From an optimization exercise on the open Yosys and OpenROAD flow, aimed at small area and a short achievable clock period; shortcuts taken in it are not production practice. Where RTL was checked, it was by simulation tests only, not by an equivalence proof against the original. Power and IR drop assume default switching activity.

T:
==> module sync_fifo_wdec, before the edit <==
module sync_fifo_wdec (
	input  wire [7:0]  wr_lo_n,
	input  wire [7:0]  wr_hi,
	input  wire        full,
	output wire [63:0] ld,
	output wire [63:0] hold
);
wire [7:0] hi_n;    
genvar i;
generate
	for (i = 0; i < 8; i = i + 1) begin : pre
		assign hi_n[i] = ~(wr_hi[i] & ~full);
	end
	for (i = 0; i < 64; i = i + 1) begin : dec
		sync_fifo_nor2 u_ld (.a(wr_lo_n[i % 8]), .b(hi_n[i / 8]), .y(ld[i]));
		sync_fifo_inv  u_hd (.a(ld[i]), .y(hold[i]));
	end
endgenerate
endmodule
clock: 4.0 ns
lec_check: 0
cap_margin: 20
core_margin: 2
core_utilization: 60
cts_buf_list: sky130_fd_sc_hd__clkbuf_16
cts_cluster_diameter: 100
cts_cluster_size: 28
setup_slack_margin: 2.0
slew_margin: 20
synth_hierarchical: 1
run.sh (not shown) runs the stock make flow with config.mk's settings and CLKGATE_MAP_FILE= SYNTH_SCRIPT=/design/flow/synth_recipe.tcl, a recipe that flattens the netlist after the stock synthesis.
### T -> S
--- a/flow/design.v
+++ b/flow/design.v
@@ -161,9 +161,9 @@
 		assign hi_n[i] = ~(wr_hi[i] & ~full);
 	end
 	for (i = 0; i < 64; i = i + 1) begin : dec
 		sync_fifo_nor2 u_ld (.a(wr_lo_n[i % 8]), .b(hi_n[i / 8]), .y(ld[i]));
-		sync_fifo_inv  u_hd (.a(ld[i]), .y(hold[i]));
+		sync_fifo_or2  u_hd (.a(wr_lo_n[i % 8]), .b(hi_n[i / 8]), .x(hold[i]));
 	end
 endgenerate
 endmodule
 module sync_fifo_rdptr (
@@ -228,8 +228,15 @@
 	output wire y
 );
 assign y = ~a;
 endmodule
+module sync_fifo_or2 (
+	input  wire a,
+	input  wire b,
+	output wire x
+);
+assign x = a | b;
+endmodule
 module sync_fifo_nand2 (
 	input  wire a,
 	input  wire b,
 	output wire y
[summary]
Relative to T, internal power component has increased by 88 µW in S. | share of the final layout cell area in sequential cells | S vs T | ≈ equal |. Route | S vs T | wire longer in S. Compared with T, in S overall die area rose about 0.8%, routing usage on met2 decreased 0.66 points. S vs. T: final core utilization now sits lower, starting utilization of the core area now sits higher. Going from T to S, length of routed met2 wiring shrank slightly. A critical path startpoint of full_r is what T shows, while rd_lo[6] belongs to S. The global-route wire length before repair was comparable across T and S. Against T as the reference, S delivers a higher number of diodes added for antenna fixing.
No functional check of the RTL was part of T.


The RTL this note starts from:
==> flow/design.v <==
`default_nettype none
module sync_fifo
#(
    parameter DATA_WIDTH = 8,
    parameter DATA_DEPTH = 64,
    parameter ADDR_WIDTH = 6
)
(
	input   wire                      clk,
	input   wire                      rst_n,
	input   wire  [DATA_WIDTH-1:0]    wr_data,
	input   wire                      rq,   
	input   wire                      wq,   
	output  reg   [DATA_WIDTH-1:0]    rd_data,
	output  wire                      full,
	output  wire                      empty
);
reg [DATA_WIDTH-1:0] mem [DATA_DEPTH-1:0];
reg [7:0]            wr_lo_n;    
reg [7:0]            wr_hi;      
reg [7:0]            rd_lo;      
reg [7:0]            rd_hi;      
reg full_r;                      
reg nempty_r;                    
reg full_o;                      
reg nempty_o;                    
assign full = full_o;
sync_fifo_inv u_empty (.a(nempty_o), .y(empty));
wire wr_en = wq & ~full_r;
wire rd_en = rq & nempty_r;
wire [7:0] wr_lo = ~wr_lo_n;
wire [7:0] wr_hi_dec = wr_lo[0] ? {wr_hi[0], wr_hi[7:1]} : wr_hi;
wire [7:0] wr_hi_inc = wr_lo[7] ? {wr_hi[6:0], wr_hi[7]} : wr_hi;
wire one_left = (|(rd_lo & {wr_lo[0], wr_lo[7:1]})) & (|(rd_hi & wr_hi_dec));
wire one_free = (|(rd_lo & {wr_lo[6:0], wr_lo[7]})) & (|(rd_hi & wr_hi_inc)) & nempty_r;
always @(posedge clk or negedge rst_n)
begin
	if (!rst_n) begin
		wr_lo_n <= 8'b1111_1110;
		wr_hi   <= 8'd1;
	end else if (wr_en) begin
		wr_lo_n <= {wr_lo_n[6:0], wr_lo_n[7]};
		if (wr_lo[7])
			wr_hi <= {wr_hi[6:0], wr_hi[7]};
	end
end
wire full_nx, nempty_nx, full_o_nx, nempty_o_nx;
sync_fifo_flags u_flags (
	.rq(rq), .wq(wq), .full(full_r), .nempty(nempty_r), .one_left(one_left), .one_free(one_free),
	.full_nx(full_nx), .nempty_nx(nempty_nx)
);
sync_fifo_flags u_flags_o (
	.rq(rq), .wq(wq), .full(full_r), .nempty(nempty_r), .one_left(one_left), .one_free(one_free),
	.full_nx(full_o_nx), .nempty_nx(nempty_o_nx)
);
always @(posedge clk or negedge rst_n)
begin
	if (!rst_n) begin
		full_r   <= 1'b0;
		nempty_r <= 1'b0;
		full_o   <= 1'b0;
		nempty_o <= 1'b0;
	end else begin
		full_r   <= full_nx;
		nempty_r <= nempty_nx;
		full_o   <= full_o_nx;
		nempty_o <= nempty_o_nx;
	end
end
wire [7:0] rd_lo_nx;
wire [7:0] rd_hi_nx;
sync_fifo_rdptr u_rdptr (
	.load(~nempty_r), .step(rq), .wr_lo(wr_lo), .wr_hi(wr_hi),
	.lo(rd_lo), .hi(rd_hi), .lo_nx(rd_lo_nx), .hi_nx(rd_hi_nx)
);
always @(posedge clk)
begin
	rd_lo <= rd_lo_nx;
	rd_hi <= rd_hi_nx;
end
wire [DATA_DEPTH-1:0] rsel_n;
genvar r, b, g;
generate
	for (r = 0; r < DATA_DEPTH; r = r + 1) begin : rs
		sync_fifo_nand2 u_sel (.a(rd_lo[r % 8]), .b(rd_hi[r / 8]), .y(rsel_n[r]));
	end
endgenerate
wire [DATA_WIDTH-1:0] rd_mux;
wire [DATA_WIDTH-1:0] rd_nx;
generate
	for (b = 0; b < DATA_WIDTH; b = b + 1) begin : rm
		wire [31:0] t;
		wire [15:0] u;
		wire [7:0]  v;
		wire [3:0]  w;
		wire [1:0]  x;
		for (g = 0; g < 32; g = g + 1) begin : l1
			sync_fifo_oai22 u_t (.a1(rsel_n[2*g]), .a2(mem[2*g][b]), .b1(rsel_n[2*g+1]), .b2(mem[2*g+1][b]), .y(t[g]));
		end
		for (g = 0; g < 16; g = g + 1) begin : l2
			sync_fifo_nor2 u_u (.a(t[2*g]), .b(t[2*g+1]), .y(u[g]));
		end
		for (g = 0; g < 8; g = g + 1) begin : l3
			sync_fifo_nand2 u_v (.a(u[2*g]), .b(u[2*g+1]), .y(v[g]));
		end
		for (g = 0; g < 4; g = g + 1) begin : l4
			sync_fifo_nor2 u_w (.a(v[2*g]), .b(v[2*g+1]), .y(w[g]));
		end
		for (g = 0; g < 2; g = g + 1) begin : l5
			sync_fifo_nand2 u_x (.a(w[2*g]), .b(w[2*g+1]), .y(x[g]));
		end
		sync_fifo_nor2 u_y (.a(x[0]), .b(x[1]), .y(rd_mux[b]));
		sync_fifo_mux2 u_m (.s(rd_en), .a0(rd_data[b]), .a1(rd_mux[b]), .x(rd_nx[b]));
	end
endgenerate
always @(posedge clk or negedge rst_n)
begin
	if (!rst_n)
		rd_data <= 0;
	else
		rd_data <= rd_nx;
end
wire [DATA_DEPTH-1:0] ld;
wire [DATA_DEPTH-1:0] hold;
sync_fifo_wdec u_wdec (.wr_lo_n(wr_lo_n), .wr_hi(wr_hi), .full(full_r), .ld(ld), .hold(hold));
generate
	for (r = 0; r < DATA_DEPTH; r = r + 1) begin : row
		wire [DATA_WIDTH-1:0] d;
		for (b = 0; b < DATA_WIDTH; b = b + 1) begin : col
			sync_fifo_ao22 u_ao (.a1(wr_data[b]), .a2(ld[r]), .b1(mem[r][b]), .b2(hold[r]), .x(d[b]));
		end
		always @(posedge clk)
			mem[r] <= d;
	end
endgenerate
endmodule
module sync_fifo_flags (
	input  wire rq,
	input  wire wq,
	input  wire full,
	input  wire nempty,
	input  wire one_left,
	input  wire one_free,
	output wire full_nx,
	output wire nempty_nx
);
assign full_nx   = ~rq & (full | (wq & one_free));
assign nempty_nx = nempty ? ~(rq & ~wq & one_left) : wq;
endmodule
module sync_fifo_wdec (
	input  wire [7:0]  wr_lo_n,
	input  wire [7:0]  wr_hi,
	input  wire        full,
	output wire [63:0] ld,
	output wire [63:0] hold
);
wire [7:0] hi_n;    
genvar i;
generate
	for (i = 0; i < 8; i = i + 1) begin : pre
		assign hi_n[i] = ~(wr_hi[i] & ~full);
	end
	for (i = 0; i < 64; i = i + 1) begin : dec
		sync_fifo_nor2 u_ld (.a(wr_lo_n[i % 8]), .b(hi_n[i / 8]), .y(ld[i]));
		sync_fifo_or2  u_hd (.a(wr_lo_n[i % 8]), .b(hi_n[i / 8]), .x(hold[i]));
	end
endgenerate
endmodule
module sync_fifo_rdptr (
	input  wire       load,
	input  wire       step,
	input  wire [7:0] wr_lo,
	input  wire [7:0] wr_hi,
	input  wire [7:0] lo,
	input  wire [7:0] hi,
	output reg  [7:0] lo_nx,
	output reg  [7:0] hi_nx
);
always @(*) begin
	if (load) begin
		lo_nx = wr_lo;
		hi_nx = wr_hi;
	end else if (step) begin
		lo_nx = {lo[6:0], lo[7]};
		hi_nx = lo[7] ? {hi[6:0], hi[7]} : hi;
	end else begin
		lo_nx = lo;
		hi_nx = hi;
	end
end
endmodule
module sync_fifo_ao22 (
	input  wire a1,
	input  wire a2,
	input  wire b1,
	input  wire b2,
	output wire x
);
assign x = (a1 & a2) | (b1 & b2);
endmodule
module sync_fifo_oai22 (
	input  wire a1,
	input  wire a2,
	input  wire b1,
	input  wire b2,
	output wire y
);
assign y = ~((a1 | a2) & (b1 | b2));
endmodule
module sync_fifo_nand4 (
	input  wire a,
	input  wire b,
	input  wire c,
	input  wire d,
	output wire y
);
assign y = ~(a & b & c & d);
endmodule
module sync_fifo_nor2 (
	input  wire a,
	input  wire b,
	output wire y
);
assign y = ~(a | b);
endmodule
module sync_fifo_inv (
	input  wire a,
	output wire y
);
assign y = ~a;
endmodule
module sync_fifo_or2 (
	input  wire a,
	input  wire b,
	output wire x
);
assign x = a | b;
endmodule
module sync_fifo_nand2 (
	input  wire a,
	input  wire b,
	output wire y
);
assign y = ~(a & b);
endmodule
module sync_fifo_nor4 (
	input  wire a,
	input  wire b,
	input  wire c,
	input  wire d,
	output wire y
);
assign y = ~(a | b | c | d);
endmodule
module sync_fifo_mux2 (
	input  wire s,
	input  wire a0,
	input  wire a1,
	output wire x
);
assign x = s ? a1 : a0;
endmodule
`default_nettype wire
export LEC_CHECK = 0
export CAP_MARGIN = 20
export CORE_MARGIN = 2
export CORE_UTILIZATION = 60
export CTS_BUF_LIST = sky130_fd_sc_hd__clkbuf_16
export CTS_CLUSTER_DIAMETER = 100
export CTS_CLUSTER_SIZE = 28
export SETUP_SLACK_MARGIN = 2.0
export SLEW_MARGIN = 20
export SYNTH_HIERARCHICAL = 1
create_clock -name core_clock -period 4.0 [get_ports {clk}]
standard.sh (not shown) runs the stock make flow with config.mk's settings and CLKGATE_MAP_FILE= SYNTH_SCRIPT=/design/flow/synth_recipe.tcl, a recipe that flattens the netlist after the stock synthesis.
==> flow/flow/run.sh <==
#!/bin/bash
# Layout flow: the standard ORFS flow (standard.sh, standard synthesis
# unchanged), with two changes:
#  - the port buffers are sky130_fd_sc_hd__buf_4 cells;
#  - after global routing, one more setup repair pass (flow/extra_repair.tcl).
# All tool output goes to standard.log and to ORFS's logs under orfs/logs/.
set -euo pipefail
here=$(pwd)
bash standard.sh "BUFFER_PORTS_ARGS=-buffer_cell sky130_fd_sc_hd__buf_4" \
  "POST_GLOBAL_ROUTE_TCL=$here/flow/extra_repair.tcl" finish > standard.log 2>&1
==> flow/flow/extra_repair.tcl <==
# Sourced by ORFS at the end of global routing (POST_GLOBAL_ROUTE_TCL):
# one more setup repair pass on global-route parasitics, as the standard
# global_route.tcl does, then re-legalize and re-route the changed nets.
estimate_parasitics -global_routing
puts "extra repair: worst slack before [worst_slack -max]"
repair_timing -setup -setup_margin $::env(SETUP_SLACK_MARGIN) -verbose
global_route -start_incremental
detailed_placement
global_route -end_incremental
estimate_parasitics -global_routing
puts "extra repair: worst slack after [worst_slack -max]"
The baseline completed with no timing, DRC or antenna violations.
Then changed:
--- a/flow/design.v
+++ b/flow/design.v
@@ -162,7 +162,7 @@
 	end
 	for (i = 0; i < 64; i = i + 1) begin : dec
 		sync_fifo_nor2 u_ld (.a(wr_lo_n[i % 8]), .b(hi_n[i / 8]), .y(ld[i]));
-		sync_fifo_or2  u_hd (.a(wr_lo_n[i % 8]), .b(hi_n[i / 8]), .x(hold[i]));
+		sync_fifo_inv  u_hd (.a(ld[i]), .y(hold[i]));
 	end
 endgenerate
 endmodule
@@ -229,13 +229,6 @@
 );
 assign y = ~a;
 endmodule
-module sync_fifo_or2 (
-	input  wire a,
-	input  wire b,
-	output wire x
-);
-assign x = a | b;
-endmodule
 module sync_fifo_nand2 (
 	input  wire a,
 	input  wire b,
The new run passed the timing, DRC and antenna checks.
Area after synthesis goes down by 0.78%.
Setup slack gets worse by 0.014 ns.
Combinational power hardly moves.
Via count shrinks by 2.2%.
Die area fell by 0.77%.
Function not checked in the second run of this note: the RTL went through the layout flow alone.


// sync_fifo: RTL as listed in full above, without the edits since
clock: 4.0 ns
lec_check: 0
cap_margin: 20
core_margin: 2
core_utilization: 60
cts_buf_list: sky130_fd_sc_hd__clkbuf_8
cts_cluster_diameter: 50
cts_cluster_size: 16
setup_slack_margin: 2.0
slew_margin: 20
synth_hierarchical: 1
run.sh (not shown) runs the stock make flow with config.mk's settings and CLKGATE_MAP_FILE= SYNTH_SCRIPT=/design/flow/synth_recipe.tcl, a recipe that flattens the netlist after the stock synthesis.
Stock flow here: none of the scripts above is used.
Change:
--- a/flow/design.v
+++ b/flow/design.v
@@ -92,7 +92,5 @@
 		wire [31:0] t;
 		wire [15:0] u;
-		wire [7:0]  v;
-		wire [3:0]  w;
-		wire [1:0]  x;
+		wire [3:0]  v;
 		for (g = 0; g < 32; g = g + 1) begin : l1
 			sync_fifo_oai22 u_t (.a1(rsel_n[2*g]), .a2(mem[2*g][b]), .b1(rsel_n[2*g+1]), .b2(mem[2*g+1][b]), .y(t[g]));
@@ -101,14 +99,8 @@
 			sync_fifo_nor2 u_u (.a(t[2*g]), .b(t[2*g+1]), .y(u[g]));
 		end
-		for (g = 0; g < 8; g = g + 1) begin : l3
-			sync_fifo_nand2 u_v (.a(u[2*g]), .b(u[2*g+1]), .y(v[g]));
-		end
-		for (g = 0; g < 4; g = g + 1) begin : l4
-			sync_fifo_nor2 u_w (.a(v[2*g]), .b(v[2*g+1]), .y(w[g]));
-		end
-		for (g = 0; g < 2; g = g + 1) begin : l5
-			sync_fifo_nand2 u_x (.a(w[2*g]), .b(w[2*g+1]), .y(x[g]));
-		end
-		sync_fifo_nor2 u_y (.a(x[0]), .b(x[1]), .y(rd_mux[b]));
+		for (g = 0; g < 4; g = g + 1) begin : l3
+			sync_fifo_nand4 u_v (.a(u[4*g]), .b(u[4*g+1]), .c(u[4*g+2]), .d(u[4*g+3]), .y(v[g]));
+		end
+		sync_fifo_nor4 u_w (.a(v[0]), .b(v[1]), .c(v[2]), .d(v[3]), .y(rd_mux[b]));
 		sync_fifo_mux2 u_m (.s(rd_en), .a0(rd_data[b]), .a1(rd_mux[b]), .x(rd_nx[b]));
 	end
After rerunning: Die area is lower by 0.72%; core utilization fell by 0.68 points; cell area went down by 1.5%; count of clock-buffer cells in the layout is unchanged; maximum frequency falls by 1.0%; register-to-register slack improves by 0.02 ns; wire length climbs by 0.96%; setup slack degrades by 0.021 ns; synthesized cell count fell by 4.1%.


Setup of trial 29:
sync_fifo, a different RTL version from the one above (not shown whole).
For scale: roughly 1200 cells after synthesis, roughly 540 flip-flops, ~22 I/O pins, ~20000 um2 of cells after synthesis.
==> module sync_fifo, before the edit <==
module sync_fifo
#(
    parameter DATA_WIDTH = 8,
    parameter DATA_DEPTH = 64,
    parameter ADDR_WIDTH = 6
)
(
	input   wire                      clk,
	input   wire                      rst_n,
	input   wire  [DATA_WIDTH-1:0]    wr_data,
	input   wire                      rq,   
	input   wire                      wq,   
	output  reg   [DATA_WIDTH-1:0]    rd_data,
	output  wire                      full,
	output  wire                      empty
);
reg [DATA_WIDTH-1:0] mem [DATA_DEPTH-1:0];
reg [ADDR_WIDTH-1:0] wr_ptr;
reg [7:0]            rd_lo;      
reg [2:0]            rd_hi;      
reg full_r;
reg empty_r;
assign full  = full_r;
assign empty = empty_r;
wire wr_en = wq & ~full_r;
wire rd_en = rq & ~empty_r;
wire [ADDR_WIDTH-1:0] wr_ptr_inc = wr_ptr + 1'b1;
wire [ADDR_WIDTH-1:0] wr_ptr_dec = wr_ptr - 1'b1;
wire one_left = rd_lo[wr_ptr_dec[2:0]] & (rd_hi == wr_ptr_dec[5:3]);
wire one_free = rd_lo[wr_ptr_inc[2:0]] & (rd_hi == wr_ptr_inc[5:3]);
always @(posedge clk or negedge rst_n)
begin
	if (!rst_n) begin
		wr_ptr  <= 0;
		rd_lo   <= 8'b0000_0001;
		rd_hi   <= 0;
		full_r  <= 1'b0;
		empty_r <= 1'b1;
	end else begin
		if (wr_en)
			wr_ptr <= wr_ptr_inc;
		if (rd_en) begin
			rd_lo <= {rd_lo[6:0], rd_lo[7]};
			if (rd_lo[7])
				rd_hi <= rd_hi + 1'b1;
		end
		empty_r <= ~wr_en & (empty_r | (rd_en & one_left));
		full_r  <= ~rd_en & (full_r | (wr_en & one_free));
	end
end
reg [DATA_WIDTH-1:0] grp [7:0];
reg [DATA_WIDTH-1:0] rd_next;
integer j, k;
always @(*) begin
	for (j = 0; j < 8; j = j + 1) begin
		grp[j] = {DATA_WIDTH{1'b0}};
		for (k = 0; k < 8; k = k + 1)
			grp[j] = grp[j] | ({DATA_WIDTH{rd_lo[k]}} & mem[8*j+k]);
	end
	rd_next = {DATA_WIDTH{1'b0}};
	for (j = 0; j < 8; j = j + 1)
		rd_next = rd_next | ({DATA_WIDTH{rd_hi == j}} & grp[j]);
end
always @(posedge clk or negedge rst_n)
begin
	if (!rst_n)
		rd_data <= 0;
	else if (rd_en)
		rd_data <= rd_next;
end
genvar i;
generate
	for (i = 0; i < DATA_DEPTH; i = i + 1) begin : row
		always @(posedge clk)
			if ((wr_ptr == i) && !full_r)
				mem[i] <= wr_data;
	end
endgenerate
endmodule
export LEC_CHECK = 0
export CAP_MARGIN = 20
export CORE_MARGIN = 2
export CORE_UTILIZATION = 60
export SETUP_SLACK_MARGIN = 2.0
export SLEW_MARGIN = 20
create_clock -name core_clock -period 4.0 [get_ports {clk}]
#### Input delta (trial 92 over trial 29)
==> flow/design.v <==
`default_nettype none
module sync_fifo
#(
    parameter DATA_WIDTH = 8,
    parameter DATA_DEPTH = 64,
    parameter ADDR_WIDTH = 6
)
(
	input   wire                      clk,
	input   wire                      rst_n,
	input   wire  [DATA_WIDTH-1:0]    wr_data,
	input   wire                      rq,   
	input   wire                      wq,   
	output  reg   [DATA_WIDTH-1:0]    rd_data,
	output  wire                      full,
	output  wire                      empty
);
reg [DATA_WIDTH-1:0] mem [DATA_DEPTH-1:0];
reg [ADDR_WIDTH-1:0] rd_ptr;
reg [ADDR_WIDTH-1:0] wr_ptr;
reg full_r;
reg empty_r;
assign full  = full_r;
assign empty = empty_r;
wire wr_en = wq & ~full_r;
wire rd_en = rq & ~empty_r;
wire [ADDR_WIDTH-1:0] rd_ptr_inc = rd_ptr + 1'b1;
wire [ADDR_WIDTH-1:0] wr_ptr_inc = wr_ptr + 1'b1;
wire one_left  = (rd_ptr_inc == wr_ptr);    
wire one_free  = (wr_ptr_inc == rd_ptr);    
always @(posedge clk or negedge rst_n)
begin
	if (!rst_n) begin
		rd_ptr  <= 0;
		wr_ptr  <= 0;
		full_r  <= 1'b0;
		empty_r <= 1'b1;
	end else begin
		if (wr_en)
			wr_ptr <= wr_ptr_inc;
		if (rd_en)
			rd_ptr <= rd_ptr_inc;
		empty_r <= ~wr_en & (empty_r | (rd_en & one_left));
		full_r  <= ~rd_en & (full_r | (wr_en & one_free));
	end
end
always @(posedge clk or negedge rst_n)
begin
	if (!rst_n)
		rd_data <= 0;
	else if (rd_en)
		rd_data <= mem[rd_ptr];
end
genvar i;
generate
	for (i = 0; i < DATA_DEPTH; i = i + 1) begin : row
		wire ld = (wr_ptr == i) & ~full_r;
		always @(posedge clk)
			mem[i] <= ({DATA_WIDTH{ld}} & wr_data) | ({DATA_WIDTH{~ld}} & mem[i]);
	end
endgenerate
endmodule
`default_nettype wire
- Summary — worst hold slack, trial 92 relative to trial 29: lower, by 350 ps.
- Taking trial 29 as the reference, in trial 92 part of the total power dissipated in the clock network shows a reduction of 8.4 points; count of multi-input combinational gates shows an increase of 176; signed area change from the synthesized netlist to the final layout shows a reduction of 3.1 points; total length of routed wires shows an increase of about 28%.
- Against trial 29, placeable core region in trial 92 rose by a few percent.
- In trial 92 relative to trial 29, number of buffers created by CTS had gone down slightly.
- Compared with trial 29, trial 92 shows a lower arithmetic-cell share of the synthesized area counting full adders, half adders and majority gates.
- Compared with trial 29, total clock sinks in trial 92 decreased slightly.
- Against trial 29 as the reference, trial 92 delivers a higher tap cell count.
- Diff trial 29 -> trial 92: combinational share of power went up; number of detailed-routing iterations run before antenna repair did not really move; final core area utilization went down; sequential share of power went down.
Function was not checked in any run of this note: the RTL went through the layout flow alone.

-- what the ideal ports hide --
In the flow no input, the clock included, has a driving cell. The finished layouts below were timed again as built, in two steps. Step 1, drivers: a clkbuf_16 drives clk and a buf_2 each remaining input, both assumed. Step 2 also shifts input and output timing later by t, the mid clock arrival at the registers, as if the neighbouring blocks saw the same clock. Three values: ideal ports, drivers, drivers and shift; two values: the first two.
| run | t (ns) | slack for setup (ns) | hold slack, ns | slew at the worst register clock pin (ns) | worst data-port slew with drivers (ns) |
|---|---|---|---|---|---|
| T | 0.609 | 1.925 / 1.925 / 1.517 | 0.212 / 0.253 / 0.484 | 0.11 / 0.11 | 0.09 |
| S | 0.615 | 1.999 / 1.965 / 1.525 | 0.227 / 0.260 / 0.484 | 0.11 / 0.11 | 0.08 |
| the first run of note 2 | 0.618 | 2.013 / 1.959 / 1.761 | 0.138 / 0.163 / 0.484 | 0.11 / 0.11 | 0.07 |
| the second run of note 2 | 0.629 | 1.999 / 1.946 / 1.826 | 0.123 / 0.170 / 0.484 | 0.11 / 0.11 | 0.10 |
| the first run of note 3 | 0.673 | 1.943 / 1.891 / 1.427 | 0.166 / 0.190 / 0.481 | 0.10 / 0.10 | 0.07 |
| the second run of note 3 | 0.688 | 1.922 / 1.873 / 1.415 | 0.121 / 0.092 / 0.482 | 0.10 / 0.10 | 0.03 |
| trial 29 | 0.652 | 1.838 / 1.838 / 1.403 | 0.584 / 0.554 / 0.605 | 0.07 / 0.07 | 0.03 |
| trial 92 | 0.665 | 1.000 / 1.000 / 1.000 | 0.232 / 0.200 / 0.503 | 0.07 / 0.07 | 0.03 |
After both steps every run listed still meets setup and hold. The setup slack of the first run of note 3, which loses most, moves by -0.052 ns with the drivers and by -0.516 ns with both steps.
